Background: an optimization exercise with open tools, aiming at small area. Do not read the settings as production practice. Only simulation tests tie the RTL to the original design; equivalence was not proved. No driver is modelled on the clock port, so clock power and skew are understated where the tree is cut down; a real chip needs a root buffer or a tree. Power and IR drop assume default switching activity.

==> design/flow/design.v <==
module vga_generator(
	input				clk,
	input				reset_n,
	input		[3:0]		mode,
	input		[15:0]		pongbar1_y_input,
	input		[15:0]		pongbar2_y_input,
	input		[15:0]		bal_x_input,
	input		[15:0]		bal_y_input,
	output	reg			vga_hs,
	output				vga_vs,
	output	reg			vga_de,
	output		[7:0]		vga_r,
	output		[7:0]		vga_g,
	output		[7:0]		vga_b
);
wire m4 = mode[3] | mode[2];
wire m0 = !m4 && mode[1:0] == 2'd0;
wire m1 = !m4 && mode[1:0] == 2'd1;
wire m2 = !m4 && mode[1:0] == 2'd2;
wire m3 = !m4 && mode[1:0] == 2'd3;
reg  [11:0] U0;
reg  [10:0] Y0;
always @(*)
begin
	case ({m4, mode[1:0]})
		3'd0:    begin U0 = 12'd3953; Y0 = 11'd2012; end
		3'd1:    begin U0 = 12'd3975; Y0 = 11'd2011; end
		3'd2:    begin U0 = 12'd3801; Y0 = 11'd2012; end
		3'd3:    begin U0 = 12'd3737; Y0 = 11'd2006; end
		default: begin U0 = 12'd3905; Y0 = 11'd2006; end
	endcase
end
reg  [11:0] hx;
reg  [10:0] vy;
reg         lit;
wire [11:0] h = hx;
wire [10:0] v = vy;
wire h_up = h[11];
wire v_up = v[10] & v[9];
wire h_sync_up =
	(m0 && h[7] && h[6] && (h[5] || h[4])) ||
	(m1 && h[6] && (h[5] || h[4] || h[3] || h[2])) ||
	(m2 && h[8] && (h[7] || (h[6] && h[5]))) ||
	(m3 && h[8] && (h[7] || h[6] || h[5] || h[4] || h[3])) ||
	(m4 && (h[7] || (h[6] && h[5] && (h[4] || (h[3] && h[2])))));
wire v_sync_up =
	(m0 && (v[5] || v[1])) ||
	(m1 && v[5] && (v[4] || v[3] || v[2] || v[1] || v[0])) ||
	(m2 && v[5] && (v[4] || v[3] || v[2] || v[1])) ||
	(m3 && (v[5] || (v[3] && (v[2] || v[1] || v[0])))) ||
	(m4 && (v[5] || (v[3] && (v[2] || (v[1] && v[0])))));
wire h_past =
	(m0 && h[9] && h[7]) ||
	(m1 && h[9] && h[7] && h[6] && (h[5] || h[4])) ||
	(m2 && h[10]) ||
	(m3 && h[10] && h[8]) ||
	(m4 && h[10] && h[9] && h[8] && h[7]);
wire v_past =
	((m0 || m1) && v[8] && v[7] && v[6] && (v[5] || (v[4] && v[3] && v[2] && v[1] && v[0]))) ||
	(m2 && v[9] && (v[8] || &v[7:0])) ||
	(m3 && &v[9:0]) ||
	(m4 && v[10] && v[5] && v[4] && (v[3] || (v[2] && v[1] && v[0])));
wire h_wrap = !h_up && h_past && (
	(m0 && h[4]) ||
	(m1 && h[5]) ||
	(m2 && h[4] && h[3]) ||
	(m3 && h[5] && h[4]) ||
	(m4 && h[6] && h[4] && h[3]));
wire v_wrap = !v_up && v_past && (
	(m0 && v[5] && v[3]) ||
	(m1 && v[5] && v[2] && v[1] && v[0]) ||
	(m2 && v[8] && v[0]) ||
	m3 ||
	(m4 && v[3] && v[1]));
wire v_first = &v[5:0];
wire [12:0] hc;
wire [11:0] hx_inc;
wire [11:0] vc;
wire [10:0] vy_inc;
assign hc[0] = 1'b1;
assign vc[0] = h_wrap;
genvar k;
generate
	for (k = 0; k < 12; k = k + 1) begin : g_hinc
		assign hx_inc[k] = hx[k] ^ hc[k];
		assign hc[k+1] = hx[k] & hc[k];
	end
	for (k = 0; k < 11; k = k + 1) begin : g_vinc
		assign vy_inc[k] = vy[k] ^ vc[k];
		if (k < 10) begin : g_c
			assign vc[k+1] = vy[k] & vc[k];
		end
	end
endgenerate
always @(posedge clk)
begin
	if (!reset_n || h_wrap)
		hx <= U0;
	else
		hx <= hx_inc;
	if (!reset_n || (h_wrap && v_wrap))
		vy <= Y0;
	else
		vy <= vy_inc;
end
wire hs_next = h_up ? h_sync_up : !h_wrap;
reg  first_line;
assign vga_vs = first_line || !v_up || v_sync_up;
wire de_next = !h_up && !h_past && (v_up ? v_first : !v_past);
always @(posedge clk or negedge reset_n)
	if (!reset_n)
	begin
		vga_hs <= 1'b1;
		first_line <= 1'b1;
		vga_de <= 1'b0;
	end
	else
	begin
		vga_hs <= hs_next;
		if (h_wrap)
			first_line <= 1'b0;
		vga_de <= de_next;
	end
wire [10:0] x = hx[10:0];
wire [8:0]  y = v_up ? 9'd0 : vy[8:0];
wire        left_col = x[10:4] == 7'd0 && !(x[3] && (x[2] || x[1]));
wire        right_col = x[10:7] == 4'b0100 && x[6] && x[5] && x[4] && (x[3] || (x[2] && x[1]));
wire [8:0]  bar = ({9{left_col}} & pongbar1_y_input[8:0]) | ({9{right_col}} & pongbar2_y_input[8:0]);
wire        bar_on = (left_col && pongbar1_y_input[15:9] == 7'd0) || (right_col && pongbar2_y_input[15:9] == 7'd0);
wire [8:0]  nbar = ~bar;
wire [9:0]  dc;
wire [8:0]  dy;
assign dc[0] = 1'b1;
genvar i;
generate for (i = 0; i < 9; i = i + 1) begin : g_dy
	assign dy[i] = y[i] ^ nbar[i] ^ dc[i];
	assign dc[i+1] = (y[i] & nbar[i]) | (y[i] & dc[i]) | (nbar[i] & dc[i]);
end endgenerate
wire        bar_hit = bar_on && dc[9] && dy[8:6] == 3'd0 && !(dy[5] && (dy[4] || dy[3]));
wire        ball_hit = {5'd0, x} == bal_x_input && {7'd0, y} == bal_y_input;
always @(posedge clk)
	lit <= bar_hit || ball_hit;
assign vga_r = {8{lit}};
assign vga_g = 8'h00;
assign vga_b = lit ? 8'h00 : 8'd125;
endmodule
module pong_vpg(
	input				clk,
	input				reset_n,
	input		[3:0]		mode,
	input		[15:0]		pongbar1_y_input,
	input		[15:0]		pongbar2_y_input,
	input		[15:0]		bal_x_input,
	input		[15:0]		bal_y_input,
	output				vpg_de,
	output				vpg_hs,
	output				vpg_vs,
	output		[7:0]		vpg_r,
	output		[7:0]		vpg_g,
	output		[7:0]		vpg_b
);
vga_generator u_vga_generator (
	.clk(clk),
	.reset_n(reset_n),
	.mode(mode),
	.pongbar1_y_input(pongbar1_y_input),
	.pongbar2_y_input(pongbar2_y_input),
	.bal_x_input(bal_x_input),
	.bal_y_input(bal_y_input),
	.vga_hs(vpg_hs),
	.vga_vs(vpg_vs),
	.vga_de(vpg_de),
	.vga_r(vpg_r),
	.vga_g(vpg_g),
	.vga_b(vpg_b));
endmodule
==> design/flow/flow/run.sh <==
#!/bin/bash
# The standard layout (standard.sh) with these changes:
#  - Yosys's technology mapping (abc) runs an area-oriented ABC script,
#    flow/area.abc, instead of ORFS's speed script, and the synthesis
#    skips extract_fa, leaving the adders' gates to ABC; the synthesis is
#    otherwise the standard one, so the registers are the same.
#  - the port buffers that global placement inserts are buf_1 cells.
#  - the outputs that are constant 0 share synthesis's one tie cell
#    (SKIP_REPAIR_TIE_FANOUT).
#  - after clock tree synthesis, flow/post_cts.tcl takes the tree's root
#    buffer out, so the clock port drives the two leaf buffers.
#  - global placement is not timing-driven (the later repair steps still
#    fix timing); flow/pre_gpl.tcl removes synthesis's buffers before it.
# Each tool's full output is in the ORFS logs under orfs/logs/; make's
# output is in flow_make.log.
set -euo pipefail
here=$(pwd)
{
	head -n 1 synth_recipe.tcl
	echo "proc extract_fa {args} { }"
	echo "proc abc {args} { set i [lsearch \$args -script]; set args [lreplace \$args \$i [expr {\$i + 1}] -script $here/flow/area.abc]; yosys abc {*}\$args }"
	tail -n +2 synth_recipe.tcl
} > area_synth.tcl
sed "s#SYNTH_SCRIPT=[^ ]*#SYNTH_SCRIPT=$here/area_synth.tcl#" standard.sh > area_standard.sh
grep -q "SYNTH_SCRIPT=$here/area_synth.tcl" area_standard.sh
export BUFFER_PORTS_ARGS="-buffer_cell sky130_fd_sc_hd__buf_1"
export SKIP_REPAIR_TIE_FANOUT=1
export POST_CTS_TCL=$here/flow/post_cts.tcl
export GPL_TIMING_DRIVEN=0
export PRE_GLOBAL_PLACE_TCL=$here/flow/pre_gpl.tcl
bash area_standard.sh > flow_make.log 2>&1
==> design/flow/flow/area.abc <==
strash
ifraig
dc2
dc2
strash
dch -f
map -a
&get -n
&dch -f
&nf -R 1000 -F 10 -C 32
&put
==> design/flow/flow/post_cts.tcl <==
# After clock tree synthesis: the tree is a root buffer driving two leaf
# buffers, which drive the registers. Take the root buffer out, so that the
# clock port drives the two leaf buffers directly (the port still feeds only
# buffers, two of them), and take out the dummy loads CTS adds to balance
# the leaves.
set block [ord::get_db_block]
set root [$block findInst clkbuf_0_clk]
if { $root == "NULL" } {
	utl::error FLW 1 "post_cts.tcl: no root clock buffer clkbuf_0_clk"
}
set in_net [[$root findITerm A] getNet]
set root_net [[$root findITerm X] getNet]
foreach it [$root_net getITerms] {
	set inst [$it getInst]
	if { $inst == $root } { continue }
	if { [string match "clkload*" [$inst getName]] } {
		odb::dbInst_destroy $inst
		continue
	}
	$it disconnect
	$it connect $in_net
}
odb::dbInst_destroy $root
odb::dbNet_destroy $root_net
foreach inst [$block getInsts] {
	if { [string match "clkload*" [$inst getName]] } {
		odb::dbInst_destroy $inst
	}
}
set n 0
foreach it [$in_net getITerms] { incr n }
puts "post_cts.tcl: root clock buffer removed; the clock port drives $n cell pins"
estimate_parasitics -placement
report_clock_skew
report_check_types -max_slew -max_capacitance -max_fanout -violators
==> design/flow/flow/pre_gpl.tcl <==
# Global placement runs without its timing-driven mode (GPL_TIMING_DRIVEN 0),
# which is what normally removes synthesis's buffers first; remove them here.
remove_buffers
==> design/flow/standard.sh <==
#!/bin/bash
# synth_recipe.tcl (not shown) runs the flow's synth.tcl, then flattens the netlist and writes it again
# the make line also repeats each setting of config.mk as NAME=value (left out here)
make -C /OpenROAD-flow-scripts/flow DESIGN_CONFIG=/design/flow/config.mk WORK_HOME=/design/flow/orfs CLKGATE_MAP_FILE= SYNTH_SCRIPT=/design/flow/synth_recipe.tcl "${@:-finish}"
==> design/flow/config.mk <==
export PLATFORM = sky130hd
export DESIGN_NAME = pong_vpg
export DESIGN_NICKNAME = pong_vpg
export VERILOG_FILES = /design/flow/design.v
export SDC_FILE = /design/flow/constraint.sdc
export NUM_CORES = 4
export LEC_CHECK = 0
export CAP_MARGIN = 20
export CORE_MARGIN = 2
export CORE_UTILIZATION = 40
export SLEW_MARGIN = 20
==> design/flow/constraint.sdc <==
create_clock -name core_clock -period 4.5 [get_ports {clk}]
set_input_delay 0.9000 -clock core_clock [delete_from_list [all_inputs] [get_ports {clk}]]
set_output_delay 0.9000 -clock core_clock [all_outputs]
set_load 0.01 [all_outputs]
==> results of run 1 <==
routing by layer:
metal / part of all wire (%) / track usage (%) / routed length, um
met5: 0 / 0 / 0
met4: 0.71 / 3.27 / 41
met3: 6.9 / 2.24 / 401
met2: 44 / 32.4 / 2540
met1: 48 / 28.7 / 2800
per-stage QoR:
step           setup slack, ps  hold slack (ps)  cells  utilization (%)  area [um^2]
2_1_floorplan             1130              412    281                -         2110
3_5_place_dp               418              455    415             46.2         2360
3_3_place_gp               354              434    414             46.0         2350
5_1_grt                    176              491    417             46.8         2390
6_report                   558              466    417             46.8         2390
synth_stat cells, types with 3 or more instances:
| library cell | instances |
|---|---|
| nand2_1 | 33 |
| a21oi_1 | 25 |
| dfxtp_1 | 24 |
| buf_4 | 23 |
| o21ai_0 | 21 |
| nor2_1 | 19 |
| clkinv_1 | 14 |
| xor2_1 | 14 |
| xnor2_1 | 11 |
| nor4_1 | 9 |
| a22o_1 | 8 |
| and3_1 | 8 |
| nor3_1 | 6 |
| a22oi_1 | 5 |
| nand3_1 | 5 |
| a31oi_1 | 4 |
| o2111ai_1 | 4 |
| o22ai_1 | 4 |
| nand4_1 | 3 |
| o221ai_1 | 3 |
| o2bb2ai_1 | 3 |
cell families (layout without fill, tap and decap cells):
family / count (synthesis) / after routing / share of synthesized area [%]
other: 1 / 1 / 0.178
adder cells (fa/ha/maj): 2 / 2 / 0.948
XOR/XNOR: 25 / 25 / 10.4
buffers and inverters: 37 / 103 / 10.7
AO/OA/AOI/OAI: 97 / 97 / 30.5
AND/OR/NAND/NOR: 92 / 92 / 20.9
flip-flops: 27 / 27 / 26.4
state kept, by name, indices dropped and copies added, names as in the netlist:
name,flops
u_vga_generator.hx,12
u_vga_generator.first_line,1
u_vga_generator.vy,11
u_vga_generator.vga_de,1
u_vga_generator.vga_hs,1
u_vga_generator.lit,1
layout make-up:
cell class | instances | area, um^2 | share of cell area, %
Multi-Input combinational cell | 217 | 1340 | 55.9
Sequential cell | 27 | 558 | 23.4
Timing Repair Buffer | 87 | 328 | 13.7
Tap cell | 70 | 87.6 | 3.67
Inverter | 14 | 52.6 | 2.20
Clock buffer | 2 | 27.5 | 1.15
critical path, cell delays in order:
cell and delay, ps:
buf_1 80, or2_0 340, nor3_1 820, a32o_1 200, o21ai_0 80, o22ai_1 180, nand2_1 180, clkinv_1 160
and3_1 190, and3_1 250, and4_1 280, nand2_1 80, a21boi_0 140, o21ai_0 90
final timing paths:
check	start	end	slack, ps
setup / recovery	mode[2]	u_vga_generator.vy[10]$_SDFF_PN1_	560
hold / removal	u_vga_generator.hx[0]$_SDFF_PN1_	u_vga_generator.hx[0]$_SDFF_PN1_	470
setup reg to reg	u_vga_generator.hx[5]$_DFF_P_	u_vga_generator.lit$_DFF_P_	1390
hold reg to reg	u_vga_generator.hx[0]$_SDFF_PN1_	u_vga_generator.hx[0]$_SDFF_PN1_	470
max in group asynchronous	reset_n	u_vga_generator.vga_hs$_DFF_PN1_	3670
min in group asynchronous	reset_n	u_vga_generator.vga_de$_DFF_PN0_	570
power by group:
| group | switching (uW) | internal, uW | total [uW] |
|---|---|---|---|
| registers | 19.4 | 251 | 270 |
| logic | 52.4 | 41.6 | 94.1 |
| clock network | 63.8 | 41.0 | 105 |
==> impl_results.md, run 1 <==
- Final min period: 3940 ps
- DR pass1 iterations: 4
- Synth unique cells: 45
- Most frequent cells in the layout: buf_1 (86), nand2_1 (33), a21oi_1 (25)
- Hold path depth: 1
- CP Launch Type: primary input
- Final clock skew: 8.53 ps
- Final Cycle Share: 87.6%
- Clk sinks: 27
- IO Port Bufs: 86
- Routed Antenna Nets: 0
- GRT Residual Overflow: 0
- Initial antenna violation count: 0
- DP HPWL: 4.62 mm
- Cell count after synthesis: 281
- Leak: 0.000761 uW
- Post-route DRC: 0
- Vias in the first global route: 2141
- Wire per inst: 13.9 um
- Worst-margin pin slew: 1010 ps
- Yosys warns: 1
- Placer congestion estimate: 0.866
- Synth Net Count: 351
- Site Rows: 26
- Share of cells above drive strength 1: 1.73%
- Power per cell area: 196 nW/um^2
- Critical Path AT: 3990 ps
- Number of fill cells in the layout: 544
- I/O pin cnt: 97
- Fmax: 254 MHz
- Clock insertion delay at the later pin of the skew report: 150 ps
- Fin. Hold Viols: 0
- Largest net degree at the start of global routing: 15
- Final setup violation count: 0
- Initial DRC Count: 106
- DR vias/cell: 5.53
- Max-cap violations: 0
- Die X: 76.7 um
- Peak VDD IR: 0.105 mV
- Slew margin rel.: 31.8%
- Flops & latches, synth: 27
- Post-synth EDFFs: 0
- Leading area contributor after synthesis: dfxtp_1
- RSZ-0062 raised after global routing: no
- Mean Syn Cell Area: 7.52 um^2
- Critical path type: primary input to register
- Clock-pin slew on the worst setup and hold paths: 90 ps
- Post-synth top area share: 22.7%
- Sequential element share of the synthesized area: 26.4%
- P&R area growth vs syn: 13.1%
- Async SR Flop Fraction: 11.1%
- Synth Cell Area: 2110 um^2
- PnR Total Power: 469 uW
- GRT Total Usage: 19.9%
- Die area: 5880 um^2
- Initial Utilization: 41.4%
- Core Box Area: 5110 um^2
- FF-to-FF path depth: 11
- Max FO, Critical Path: 9
- First-pass GRT wire length: 9.92 mm
- Vias: 2308
- CP Capture Type: register
- Final WL: 5.78 mm
- HP Class: register to register
- Final nets: 419
- Status: complete, no violations
- Die Span Y: 76.7 um
- Final slew viol count: 0
- Diode count: 0
- Most common cell after layout, fill and taps aside: buf_1
- Synth top area cells: dfxtp_1 (23%), buf_4 (8.2%), a21oi_1 (5.9%)
- Setup TNS: 0 ps
- Top FF cell, synth: dfxtp_1
- Req. time, crit path: 4540 ps
==> run 2: changes to the inputs <==
--- a/design/flow/flow/run.sh
+++ b/design/flow/flow/run.sh
@@ -7,10 +7,8 @@
 #  - the port buffers that global placement inserts are buf_1 cells.
 #  - the outputs that are constant 0 share synthesis's one tie cell
 #    (SKIP_REPAIR_TIE_FANOUT).
-#  - after clock tree synthesis, flow/post_cts.tcl takes the tree's root
-#    buffer out, so the clock port drives the two leaf buffers.
-#  - global placement is not timing-driven (the later repair steps still
-#    fix timing); flow/pre_gpl.tcl removes synthesis's buffers before it.
+#  - after clock tree synthesis, flow/post_cts.tcl takes the tree's leaf
+#    buffers out, so its root buffer drives all the registers' clocks.
 # Each tool's full output is in the ORFS logs under orfs/logs/; make's
 # output is in flow_make.log.
 set -euo pipefail
@@ -26,6 +24,4 @@
 export BUFFER_PORTS_ARGS="-buffer_cell sky130_fd_sc_hd__buf_1"
 export SKIP_REPAIR_TIE_FANOUT=1
 export POST_CTS_TCL=$here/flow/post_cts.tcl
-export GPL_TIMING_DRIVEN=0
-export PRE_GLOBAL_PLACE_TCL=$here/flow/pre_gpl.tcl
 bash area_standard.sh > flow_make.log 2>&1
==> design/flow/flow/post_cts.tcl (replaced) <==
# After clock tree synthesis: the tree is a root buffer driving two leaf
# buffers, which drive the registers. Take the leaf buffers (and the dummy
# loads CTS adds to balance them) out, so that the root buffer drives every
# register's clock pin directly, and make that buffer a clkbuf_16; every
# register's clock then comes through the same single buffer.
set block [ord::get_db_block]
set root [$block findInst clkbuf_0_clk]
if { $root == "NULL" } {
	utl::error FLW 1 "post_cts.tcl: no root clock buffer clkbuf_0_clk"
}
set root_net [[$root findITerm X] getNet]
set leaves {}
foreach it [$root_net getITerms] {
	set inst [$it getInst]
	if { $inst != $root && [string match "clkbuf_*" [$inst getName]] } {
		lappend leaves $inst
	}
}
foreach leaf $leaves {
	set out_net [[$leaf findITerm X] getNet]
	foreach it [$out_net getITerms] {
		set inst [$it getInst]
		if { $inst == $leaf } { continue }
		if { [string match "clkload*" [$inst getName]] } { continue }
		$it disconnect
		$it connect $root_net
	}
	foreach it [$out_net getITerms] {
		set inst [$it getInst]
		if { $inst != $leaf && [string match "clkload*" [$inst getName]] } {
			odb::dbInst_destroy $inst
		}
	}
	odb::dbInst_destroy $leaf
	odb::dbNet_destroy $out_net
}
# dummy loads left on the root net
foreach it [$root_net getITerms] {
	set inst [$it getInst]
	if { [string match "clkload*" [$inst getName]] } {
		odb::dbInst_destroy $inst
	}
}
puts "post_cts.tcl: removed [llength $leaves] leaf clock buffers"
# the root buffer now drives all the registers: make it a clkbuf_16
$root swapMaster [[ord::get_db] findMaster sky130_fd_sc_hd__clkbuf_16]
detailed_placement
check_placement -verbose
estimate_parasitics -placement
report_clock_skew
report_check_types -max_slew -max_capacitance -max_fanout -violators
removed: design/flow/flow/pre_gpl.tcl
==> run 2 against run 1 <==
Against the previous run: worst setup slack improved by 360 ps; global-route usage increased by 1.1 points; synthesized cell count unchanged; cell count unchanged; critical path depth unchanged; register-to-register slack got worse by 80 ps; area after synthesis unchanged; combinational power increased by 0.4%; clock power about the same; non-clock buffer count increased by 1; critical endpoint unchanged; largest cell class unchanged.
==> impl_results.md, run 2 <==
- Status: complete, no violations
- Post-synth top area share: 22.7% (unchanged)
- Most numerous cell on the critical path: nand2_1
- Leak: 0.000764 uW (+0.40%)
- Largest net degree at the start of global routing: 28 (+13)
- Placer congestion estimate: 0.920 (+6.2%)
- Max FO, Critical Path: 7 (-2)
- Final slew viol count: 0 (unchanged)
- Post-route DRC: 0 (unchanged)
- Switch share: 29.0% (+0.048 points)
- Crit path to: u_vga_generator.vy[10]$_SDFF_PN1_
- Async SR Flop Fraction: 11.1% (unchanged)
- Synth Net Count: 351 (unchanged)
- Core Box Area: 5110 um^2 (unchanged)
- Fin. Hold Viols: 0 (unchanged)
- Initial Utilization: 41.4% (unchanged)
- HP Class: register to register
- Most common cell after layout, fill and taps aside: buf_1
- Clk sinks: 27 (unchanged)
- Most flop-heavy register: u_vga_generator.hx
- Commonest cells in the netlist: nand2_1 (33), a21oi_1 (25), dfxtp_1 (24)
- Setup TNS: 0 ps (unchanged)
- First-pass GRT wire length: 9.65 mm (-2.6%)
- Synth top area cells: dfxtp_1 (23%), buf_4 (8.2%), a21oi_1 (5.9%)
- Peak VDD IR: 0.162 mV (+54%)
- CP peak stage delay: 400 ps (-420 ps)
- GRT Total Usage: 21.0% (+1.1 points)
- Clock Power Share: 21.9% (-0.5 points)
- Most frequent cells in the layout: buf_1 (86), nand2_1 (33), a21oi_1 (25)
- Cell count after synthesis: 281 (unchanged)
- Final min period: 3580 ps (-365 ps)
- Logic gate share of total power: 20.1% (about the same)
- Final Cycle Share: 79.5% (-8.1 points)
- Vias in the first global route: 2025 (-5.4%)
- DR pass1 iterations: 7 (+3)
- Wire per inst: 14.4 um (+3.6%)
- Pre-CTS setup slack: 838 ps (+420 ps)
- Switch Pwr: 136 uW (+0.37%)
- R2r setup slk: 1310 ps (-80 ps)
- Critical Path AT: 3640 ps (-350 ps)
- Fmax: 280 MHz (+10%)
- Crit. Startpoint: mode[2]
- Final setup margin: 923 ps (+365 ps)
- Synth Cell Area: 2110 um^2 (unchanged)
- Vias: 2366 (+2.5%)
- Sequential element share of the synthesized area: 26.4% (unchanged)
- Diode count: 0 (unchanged)
- Clock-pin slew on the worst setup and hold paths: 100 ps (about the same)
- Worst path slowest cell: nor2_1
- Crit-path cells: buf_1 -> nor2_1 -> nand2_1 -> nor2_1 -> o21ai_0 -> o22ai_1 -> nand2_1 -> clkinv_1 -> and3_1 -> and3_1 -> and4_1 -> nand2_1 -> a21boi_0 -> o21ai_0
- FF-to-FF path depth: 11 (unchanged)
- Synth unique cells: 45 (unchanged)
- Regs by FF count: u_vga_generator.hx x12, u_vga_generator.vy x11
- Die X: 76.7 um (unchanged)
- Final nets: 419 (unchanged)
- Pint: 334 uW (+0.14%)
- Post-synth EDFFs: 0 (unchanged)
- Clock insertion delay at the later pin of the skew report: 170 ps (+20 ps)
- Number of fill cells in the layout: 531 (-2.4%)
- DP HPWL: 4.69 mm (+1.6%)
- Max reg flops: 12 (unchanged)
- Final setup violation count: 0 (unchanged)
- CP Launch Type: primary input
- Die Span Y: 76.7 um (unchanged)
- Reg2reg end: u_vga_generator.lit$_DFF_P_
- Leading area contributor after synthesis: dfxtp_1
- Final WL: 5.99 mm (+3.6%)
- Max-cap violations: 0 (unchanged)
- Initial antenna violation count: 0 (unchanged)
- Most common cell in the netlist: nand2_1
- Die area: 5880 um^2 (unchanged)
- Flops & latches, synth: 27 (unchanged)
- Final clock skew: 8.98 ps (+0.459 ps)
- DR vias/cell: 5.67 (+2.5%)
- IO Port Bufs: 86 (unchanged)
- Initial DRC Count: 198 (+87%)
- P&R area growth vs syn: 13.2% (about the same)
- Share of cells above drive strength 1: 1.44% (-0.29 points)
- Hold_ws: 473 ps (+6.99 ps)
- Top FF cell, synth: dfxtp_1
- Site Rows: 26 (unchanged)
- Worst r2r src: u_vga_generator.hx[5]$_DFF_P_
- I/O pin cnt: 97 (unchanged)
- GRT Residual Overflow: 0 (unchanged)
- Worst-margin pin slew: 533 ps (-482 ps)
- Mean Syn Cell Area: 7.52 um^2 (unchanged)
- Req. time, crit path: 4560 ps (+20 ps)
- CP Capture Type: register
- Yosys warns: 1 (unchanged)
- Power per cell area: 197 nW/um^2 (+0.15%)
- Routed Antenna Nets: 0 (unchanged)
- Critical path type: primary input to register
- Flop pwr share: 58.0% (+0.4 points)
- Slew margin rel.: 64.2% (+32 points)
- RSZ-0062 raised after global routing: no
[run 2: through the flow]
step	power, uW	util (%)	area (um^2)	instances
after floorplan	331	-	2110	281
after global placement	370	46.3	2360	416
after detailed placement	370	46.3	2360	416
after global routing	493	46.8	2390	417
final	470	46.8	2390	417
[run 2: power groups by stage]
stage	sequential (uW)	clock [uW]	combinational, uW
after floorplan	270	0	61.3
after global placement	277	0	92.9
after detailed placement	277	0	92.9
after global routing	274	114	105
final	272	103	94.5
[run 2: logic make-up after synthesis]
group | after synthesis | synth area share [%]
AOI/OAI and AO/OA | 97 | 30.5
xor gates and xnor gates | 25 | 10.4
adders and majority gates | 2 | 0.948
buffers and inverters | 37 | 10.7
DFF | 27 | 26.4
other | 1 | 0.178
and+or+nand+nor | 92 | 20.9
[run 2: cell type report]
cell class,count,area [um^2],share of cell area [%]
clock buffer,1,25.0,1.05
multi-input combinational,217,1330,55.6
sequential,27,558,23.4
timing repair buffer,88,338,14.1
tap,70,87.6,3.66
inverter,14,52.6,2.20
[run 2: critical path: cells and delay by family]
family | cells | cell delay, ps
AND/OR/NAND/NOR | 8 | 1960
AO/OA/AOI/OAI | 4 | 570
buffers and inverters | 2 | 210
[run 2: how the worst min path moves through the flow]
stage,startpoint,slack [ps],end,depth (start not counted)
final,u_vga_generator.hx[0]$_SDFF_PN1_,470,u_vga_generator.hx[0]$_SDFF_PN1_,1
after global routing,u_vga_generator.hx[0]$_SDFF_PN1_,500,u_vga_generator.hx[0]$_SDFF_PN1_,1
after detailed placement,u_vga_generator.hx[0]$_SDFF_PN1_,440,u_vga_generator.hx[0]$_SDFF_PN1_,1
after global placement,u_vga_generator.hx[0]$_SDFF_PN1_,440,u_vga_generator.hx[0]$_SDFF_PN1_,1
after floorplan,u_vga_generator.hx[0]$_SDFF_PN1_,410,u_vga_generator.hx[0]$_SDFF_PN1_,1
[run 2: routing by layer]
metal	vias up	track usage, %	routed length [um]
li1	1166	-	-
met2	151	33.2	2650
met3	6	3.06	587
met4	0	4.00	63
met5	-	0	0
met1	1043	30.4	2690

static timing again, ports no longer ideal:
No port has a modelled driver above. Below, the same layouts with a new extraction and two added sets of constraints.
Step 1 (the two cells are an assumption about what drives the block):
set clk [get_ports {clk}]
set_driving_cell -lib_cell sky130_fd_sc_hd__clkbuf_16 $clk
set_driving_cell -lib_cell sky130_fd_sc_hd__buf_2 [delete_from_list [all_inputs] $clk]
Step 2 moves the port delays by t, midway between the first and last clock arrival at a register: inputs arrive t later, outputs are due t later. That takes back most of the time a late clock gives input paths.
Three values: ideal, step 1, step 2; two values: the first two.
| run | t (ns) | setup WS [ns] | worst setup path after step 2 |
|---|---|---|---|
| run 1 | 0.183 | 0.558 / 0.575 / 0.391 | input to register |
| run 2 | 0.195 | 0.923 / 0.934 / 0.740 | input to register |
After both steps every run listed still meets setup and hold. For run 2, which loses most, drivers alone change the setup slack by +0.011 ns; drivers and shift together by -0.183 ns.
